Source: an optimization exercise on an open RTL-to-GDS flow (aim: small area). Production flows keep margins and buffers that such runs may drop. Function was checked by simulation only, so behaviour that the tests miss may differ from the original. Power figures rest on the tool's default switching activity, not on a simulated workload.

## design/flow/run.sh

```bash
#!/bin/bash
# synth_recipe.tcl (not shown) runs the flow's synth.tcl, then flattens the netlist and writes it again
# the make line also repeats each setting of config.mk as NAME=value (left out here)
make -C /OpenROAD-flow-scripts/flow DESIGN_CONFIG=/design/flow/config.mk WORK_HOME=/design/flow/orfs CLKGATE_MAP_FILE= SYNTH_SCRIPT=/design/flow/synth_recipe.tcl finish
```

## design/flow/config.mk

```make
export PLATFORM = sky130hd
export DESIGN_NAME = atm
export DESIGN_NICKNAME = atm
export VERILOG_FILES = /design/flow/design.v
export SDC_FILE = /design/flow/constraint.sdc
export NUM_CORES = 4
export LEC_CHECK = 0
export CAP_MARGIN = 20
export CORE_MARGIN = 2
export CORE_UTILIZATION = 40
export SLEW_MARGIN = 20
```

## design/flow/constraint.sdc

```tcl
create_clock -name core_clock -period 6.0 [get_ports {CLK}]
set_input_delay 1.2000 -clock core_clock [delete_from_list [all_inputs] [get_ports {CLK}]]
set_output_delay 1.2000 -clock core_clock [all_outputs]
set_load 0.01 [all_outputs]
```

## design/flow/design.v

```verilog
module atm
	    (
	    CLK,
	    RESET,
	    TARJETA_RECIBIDA,
	    TIPO_DE_TARJETA,
	    PIN,
	    DIGITO,
	    DIGITO_STB,
	    TIPO_TRANS,
	    MONTO,
	    MONTO_STB,
	    BALANCE_ACTUALIZADO,
	    ENTREGAR_DINERO,
	    FONDOS_INSUFICIENTES,
	    PIN_INCORRECTO,
	    ADVERTENCIA,
	    BLOQUEO
	    );
input
	CLK,
	RESET,			 
	TARJETA_RECIBIDA,
	TIPO_DE_TARJETA,	 
	DIGITO_STB,		 
	TIPO_TRANS,		 
	MONTO_STB;		 
input [15:0] PIN;		 
input [3:0] DIGITO;
input [31:0] MONTO;
output reg
	BALANCE_ACTUALIZADO,
	ENTREGAR_DINERO,
	FONDOS_INSUFICIENTES,
	PIN_INCORRECTO,
	ADVERTENCIA,
	BLOQUEO;
reg [63:0] BALANCE;
reg [1:0] Intentos_PIN;
reg [2:0] Contador_PIN;
reg [15:0] PIN_usuario;
reg [5:0] estado_actual;
reg [63:0] BALANCE_n;
reg [1:0] Intentos_PIN_n;
reg [2:0] Contador_PIN_n;
reg [15:0] PIN_usuario_n;
reg [5:0] prox_estado;
reg BA_n, ED_n, FI_n, PI_n, ADV_n, BLQ_n;
always @(posedge CLK) begin
	if (~RESET) begin
		estado_actual		<= 6'b000001;
		BALANCE			<= 64'd0;
		Intentos_PIN		<= 2'd0;
		Contador_PIN		<= 3'd0;
		PIN_usuario		<= 16'd0;
		BALANCE_ACTUALIZADO	<= 1'b0;
		ENTREGAR_DINERO		<= 1'b0;
		FONDOS_INSUFICIENTES	<= 1'b0;
		PIN_INCORRECTO		<= 1'b0;
		ADVERTENCIA		<= 1'b0;
		BLOQUEO			<= 1'b0;
	end else begin
		estado_actual		<= prox_estado;
		BALANCE			<= BALANCE_n;
		Intentos_PIN		<= Intentos_PIN_n;
		Contador_PIN		<= Contador_PIN_n;
		PIN_usuario		<= PIN_usuario_n;
		BALANCE_ACTUALIZADO	<= BA_n;
		ENTREGAR_DINERO		<= ED_n;
		FONDOS_INSUFICIENTES	<= FI_n;
		PIN_INCORRECTO		<= PI_n;
		ADVERTENCIA		<= ADV_n;
		BLOQUEO			<= BLQ_n;
	end
end
always @(*) begin
	prox_estado	= estado_actual;
	BALANCE_n	= BALANCE;
	Intentos_PIN_n	= Intentos_PIN;
	Contador_PIN_n	= Contador_PIN;
	PIN_usuario_n	= PIN_usuario;
	BA_n		= BALANCE_ACTUALIZADO;
	ED_n		= ENTREGAR_DINERO;
	FI_n		= FONDOS_INSUFICIENTES;
	PI_n		= PIN_INCORRECTO;
	ADV_n		= ADVERTENCIA;
	BLQ_n		= BLOQUEO;
	case (estado_actual)
		6'b000001:
		begin
			if (TARJETA_RECIBIDA == 1 && TIPO_DE_TARJETA == 0) begin
				BA_n		= 0;
				ED_n		= 0;
				FI_n		= 0;
				PI_n		= 0;
				ADV_n		= 0;
				BLQ_n		= 0;
				PIN_usuario_n	= 0;
				Contador_PIN_n	= 3'b0;
				Intentos_PIN_n	= 2'b00;
				prox_estado	= 6'b000010;
			end else if (TARJETA_RECIBIDA == 1 && TIPO_DE_TARJETA == 1) begin
				ED_n		= 0;
				FI_n		= 0;
				PI_n		= 0;
				ADV_n		= 0;
				BLQ_n		= 0;
				PIN_usuario_n	= 0;
				Contador_PIN_n	= 3'b0;
				Intentos_PIN_n	= 2'b00;
				BALANCE_n	= BALANCE_n - 2;
				BA_n		= 1;
				prox_estado	= 6'b000010;
			end else begin
				prox_estado	= 6'b000001;
				BALANCE_n	= 0;
				BA_n		= 0;
			end
		end
		6'b000010:
		begin
			PI_n	= 0;
			ADV_n	= 0;
			BA_n	= 0;
			if (DIGITO_STB) begin
				PIN_usuario_n	= {PIN_usuario_n, DIGITO};
				Contador_PIN_n	= Contador_PIN_n + 1;
				prox_estado	= 6'b000010;
			end else begin
				if (Intentos_PIN_n == 3) begin
					prox_estado = 6'b000100;
				end else prox_estado = 6'b000010;
			end
			if (Contador_PIN_n == 4) begin
				if (PIN_usuario_n == PIN) begin
					PIN_usuario_n	= 0;
					Contador_PIN_n	= 0;
					prox_estado	= 6'b001000;
				end else begin
					Contador_PIN_n	= 0;
					Intentos_PIN_n	= Intentos_PIN_n + 1;
					PI_n		= 1;
					if (Intentos_PIN_n < 2) begin
						prox_estado = 6'b000010;
					end
					if (Intentos_PIN_n == 2) begin
						ADV_n		= 1;
						prox_estado	= 6'b000010;
					end else if (Intentos_PIN_n == 3) begin
						prox_estado	= 6'b000100;
					end
				end
			end
		end
		6'b000100:
		begin
			BLQ_n		= 1;
			prox_estado	= 6'b000100;
		end
		6'b001000:
		begin
			BA_n = 0;
			if (TIPO_TRANS) begin
				prox_estado = 6'b010000;
			end else begin
				prox_estado = 6'b100000;
			end
		end
		6'b010000:
		begin
			BA_n = 0;
			if (MONTO_STB) begin
				if (BALANCE_n > MONTO) begin
					BALANCE_n	= BALANCE_n + -MONTO;
					BA_n		= 1;
					ED_n		= 1;
					prox_estado	= 6'b000001;
				end else begin
					FI_n		= 1;
					prox_estado	= 6'b000001;
				end
			end
		end
		6'b100000:
		begin
			BA_n = 0;
			if (MONTO_STB) begin
				BALANCE_n	= BALANCE_n + MONTO;
				BA_n		= 1;
				prox_estado	= 6'b000001;
			end
		end
		default:
		begin
			prox_estado = 6'b000001;
		end
	endcase
end
endmodule
```

==> results.txt <==
==> per-layer routing <==
| metal | up-vias | part of all wire |
|---|---|---|
| met5 | - | 0 |
| met4 | 0 | 0.034 |
| met3 | 128 | 0.093 |
| met2 | 750 | 0.43 |
| met1 | 6684 | 0.44 |
| li1 | 6452 | - |
==> metrics by stage <==
step | std cells | instance area, um^2 | worst slack [ns] | power (uW)
after detailed placement | 2075 | 12700 | 0.767 | 1870
after floorplan | 1727 | 11900 | 1.90 | 1520
after global placement | 2075 | 12700 | 0.852 | 1870
after global routing | 2091 | 13000 | 0.829 | 2700
final | 2091 | 13000 | 1.09 | 2570
after CTS | 2091 | 13000 | 1.14 | 2540
==> layout make-up <==
class                   count  area (um^2)
clock buffers               9          225
clock inverters             7         96.3
fillers                  3037        16400
inverters                  83          312
multi-input cells        1413         9070
flip-flops and latches     97         1940
well taps                 390          488
repair buffers             92          876
==> cells in the mapped netlist (13+ instances only) <==
master / instances / share of area
clkbuf_1: 111 / 0.035
xnor2_1: 31 / 0.023
o21a_1: 15 / 0.0095
xor2_1: 13 / 0.0096
o22ai_1: 19 / 0.010
a211oi_1: 30 / 0.019
a21o_1: 18 / 0.011
a31oi_1: 44 / 0.023
nand3_1: 52 / 0.022
or3_1: 16 / 0.0084
nor2b_1: 21 / 0.011
nand2b_1: 18 / 0.0095
o31ai_1: 17 / 0.011
o21ai_0: 109 / 0.046
o221ai_1: 13 / 0.0096
a22oi_1: 23 / 0.015
nand2_1: 138 / 0.044
dfxtp_1: 97 / 0.16
ha_1: 70 / 0.074
nor2_1: 171 / 0.054
or4_1: 23 / 0.015
inv_1: 81 / 0.026
o21bai_1: 13 / 0.0082
mux2i_1: 17 / 0.014
a21oi_1: 158 / 0.067
and3_1: 23 / 0.012
buf_2: 14 / 0.0059
nand4_1: 24 / 0.013
nor3_1: 68 / 0.029
nor4_1: 44 / 0.023
o211ai_1: 22 / 0.014
==> flip-flops by register name (all words and copies together) (netlist names) <==
name and count:
PIN_INCORRECTO 1, FONDOS_INSUFICIENTES 1, ADVERTENCIA 1, Contador_PIN 3, BLOQUEO 1, ENTREGAR_DINERO 1, estado_actual 6, BALANCE_ACTUALIZADO 1
BALANCE 64, Intentos_PIN 2, PIN_usuario 16
==> power by group through the flow <==
stage                     combinational, uW  sequential, uW  clock [uW]
final                                  1180             733         663
after global routing                   1270             739         692
after CTS                              1130             732         671
after detailed placement               1130             747           0
after global placement                 1120             746           0
after floorplan                         807             718           0
==> worst max-delay path, cell delays in order <==
cell and delay, ns:
clkdlybuf4s50_1 0.55, inv_1 0.11, fa_1 0.47, o21ba_2 0.24, or4_1 0.44, a21o_1 0.25, a211o_1 0.34, a21oi_1 0.26
o22ai_1 0.29, buf_4 0.24, or4_1 0.39, a211o_1 0.26, a31oi_1 0.16
==> logic make-up (layout without fill, tap and decap cells) <==
family	Yosys count	after routing	synth area share
buf+inv	217	191	0.0731
flops	97	97	0.164
compound gates	628	628	0.362
fa+ha+maj	72	72	0.0773
mux	19	19	0.0166
simple gates	650	650	0.275
xor+xnor	44	44	0.0325
==> cells in the final DEF, fill, tap and decap left out, types with 24 or more instances in the layout <==
| cell | Yosys | final |
|---|---|---|
| ha_1 | 70 | 70 |
| buf_4 | 1 | 26 |
| inv_1 | 81 | 80 |
| xnor2_1 | 31 | 31 |
| clkdlybuf4s50_1 | 0 | 64 |
| nor2_1 | 171 | 171 |
| a31oi_1 | 44 | 44 |
| a211oi_1 | 30 | 30 |
| a21oi_1 | 158 | 158 |
| o21ai_0 | 109 | 109 |
| nand4_1 | 24 | 24 |
| dfxtp_1 | 97 | 97 |
| nand3_1 | 52 | 50 |
| nand2_1 | 138 | 138 |
| nor3_1 | 68 | 67 |
| nor4_1 | 44 | 44 |
==> final timing paths <==
kind / end / slack [ns] / depth (start not counted)
max: BALANCE[36] / 1.09 / 13
min: PIN_INCORRECTO / 0.47 / 2
max reg2reg: BALANCE[43] / 1.93 / 9
min reg2reg: PIN_INCORRECTO / 0.47 / 2
==> run_summary.xml <==
<?xml version="1.0" encoding="UTF-8"?>
<metrics>
  <group name="routing">
    <metric name="first_pass_iters" unit="">7</metric>
    <metric name="routed_wire_length_per_instance" unit="um">22.5</metric>
    <metric name="drc_errors" unit="">0</metric>
    <metric name="first_iter_violations" unit="">1554</metric>
    <metric name="routed-via-count" unit="">14014</metric>
    <metric name="antenna_left" unit="">0</metric>
    <metric name="route.final.wire_length" unit="mm">47.0</metric>
    <metric name="vias_per_cell" unit="">6.70</metric>
  </group>
  <group name="power">
    <metric name="power.combinational.fraction" unit="">0.457</metric>
    <metric name="cellPowerDensity" unit="nW/um^2">198</metric>
    <metric name="worst_ir_drop_vdd" unit="V">0.000127</metric>
    <metric name="power_switching" unit="uW">1190</metric>
    <metric name="power.share.switching" unit="">0.464</metric>
    <metric name="clockPowerShare" unit="">0.258</metric>
    <metric name="leak_pwr" unit="uW">0.00491</metric>
    <metric name="internal_power" unit="uW">1380</metric>
    <metric name="share_seq_of_total_power" unit="">0.285</metric>
  </group>
  <group name="cts">
    <metric name="clock_latency" unit="ns">0.38</metric>
    <metric name="cts_inserted_buffers" unit="">9</metric>
    <metric name="post_cts_resize_count" unit="">0</metric>
    <metric name="htreeDepth" unit="">3</metric>
    <metric name="root_buffer" unit="">clkbuf_16</metric>
    <metric name="tritoncts" unit="">yes</metric>
    <metric name="buffers_from_clock_root_to_sink_at_most" unit="">2</metric>
    <metric name="cts_hold_buf" unit="">0</metric>
    <metric name="setup_buffers_after_cts" unit="">0</metric>
    <metric name="clock_sink_count" unit="">97</metric>
    <metric name="worst_setup_hold_path_clk_slew" unit="ns">0.09</metric>
  </group>
  <group name="worst_setup_path">
    <metric name="crit_path_start_kind" unit="">primary input</metric>
    <metric name="worst_ep_arrival_time" unit="ns">5.21</metric>
    <metric name="timing.critical_path.required" unit="ns">6.30</metric>
    <metric name="critical_path.startpoint" unit="">MONTO[1]</metric>
    <metric name="cp-end-kind" unit="">flip-flop</metric>
    <metric name="reg2reg_from" unit="">BALANCE[4]</metric>
    <metric name="critical_path.max_fanout" unit="">8</metric>
    <metric name="timing_worst_setup_path_type" unit="">primary input to flip-flop</metric>
  </group>
  <group name="placed_design">
    <metric name="port_buffers" unit="">64</metric>
    <metric name="post-dp-hpwl" unit="mm">33.9</metric>
    <metric name="gp_congestion" unit="">0.989</metric>
  </group>
  <group name="yosys">
    <metric name="synth-seq-area-share" unit="">0.164</metric>
    <metric name="synth_area" unit="um^2">11900</metric>
    <metric name="synth_ff_type" unit="">dfxtp_1</metric>
    <metric name="synthesis.area_per_instance" unit="um^2">6.86</metric>
    <metric name="post_synth_edffs" unit="">0</metric>
    <metric name="synthesis.instances" unit="">1727</metric>
    <metric name="total_of_flip_flops_plus_latches_after_synthesis" unit="">97</metric>
    <metric name="synth-async-reset-ratio" unit="">0</metric>
    <metric name="yosysUniqueCellTypes" unit="">94</metric>
    <metric name="yosysWarningCount" unit="">1</metric>
    <metric name="synthesis.nets" unit="">1858</metric>
  </group>
  <group name="global_routing">
    <metric name="grt_use_met2" unit="">0.453</metric>
    <metric name="groute.usage.overall" unit="">0.295</metric>
    <metric name="grt-busiest-layer" unit="">met2</metric>
    <metric name="first_global_vias" unit="">12914</metric>
    <metric name="global_route_met1_usage" unit="">0.412</metric>
    <metric name="grt_start_max_net_pins" unit="">58</metric>
    <metric name="globalRouteOverflowTotal" unit="">0</metric>
    <metric name="wire_length_of_the_first_global_routing_pass" unit="mm">73.2</metric>
    <metric name="grtUsageMet3" unit="">0.0495</metric>
    <metric name="grt_antenna_before_repair" unit="">0</metric>
  </group>
  <group name="floorplan">
    <metric name="placement_rows" unit="">63</metric>
    <metric name="fp.dieArea" unit="um^2">31000</metric>
    <metric name="die-width" unit="um">176</metric>
    <metric name="fp.coreArea" unit="um^2">29400</metric>
    <metric name="design.portCount" unit="">65</metric>
    <metric name="initial_core_utilization" unit="">0.403</metric>
    <metric name="die_height" unit="um">176</metric>
  </group>
  <group name="sta">
    <metric name="setup-tns-final" unit="ns">0</metric>
    <metric name="skew" unit="ns">0.0116</metric>
    <metric name="highest_clock_rate" unit="GHz">0.204</metric>
    <metric name="fin_crit_sh" unit="">0.818</metric>
    <metric name="maxSlewViolCount" unit="">0</metric>
    <metric name="finalHoldViolCount" unit="">0</metric>
    <metric name="setup_repair_after_global_routing_missed_its_margin" unit="">no</metric>
    <metric name="period_minus_slack" unit="ns">4.91</metric>
    <metric name="worst_hold_margin" unit="ns">0.473</metric>
    <metric name="finalSetupViolCount" unit="">0</metric>
    <metric name="worstMarginPinSlew" unit="ns">1.02</metric>
    <metric name="worst_slew_margin_rel" unit="">0.312</metric>
  </group>
  <group name="layout">
    <metric name="share_of_post_route_cells_with_drive_strength_above_1" unit="">0.0553</metric>
    <metric name="syn2layout_area_growth" unit="%">9.80</metric>
    <metric name="final_util" unit="">0.443</metric>
    <metric name="design.final.nets" unit="">1827</metric>
    <metric name="antenna_cells" unit="">0</metric>
  </group>
  <group name="run">
    <metric name="maxCapViolations" unit="">0</metric>
  </group>
  <group name="hold_path">
    <metric name="timing.hold.worst.class" unit="">flip-flop to flip-flop</metric>
    <metric name="hp-start" unit="">PIN_INCORRECTO</metric>
  </group>
  <group name="run_status">
    <metric name="outcome" unit="">timing/DRC/antenna clean</metric>
  </group>
</metrics>

[what the ideal ports hide]
In the flow no input, the clock included, has a driving cell. The finished layout below was timed again as built, in two steps. Step 1 assumes that a clkbuf_16 drives the clock port and a buf_2 every other input. Step 2 also shifts input and output timing later by t, the mid clock arrival at the registers, as if the neighbouring blocks saw the same clock. Slacks: no drivers / after step 1 / after step 2; pairs: no drivers / after step 1.
shift t [ns]: 0.426
slack for setup (ns): 1.094 / 1.123 / 0.696
hold WS [ns]: 0.473 / 0.473 / 0.473
latest minus earliest clock arrival (ns): 0.012 / 0.011
slew at the worst register clock pin (ns): 0.09 / 0.09
After both steps this run still meets setup and hold. For this run, drivers alone change the setup slack by +0.029 ns; drivers and shift together by -0.398 ns.
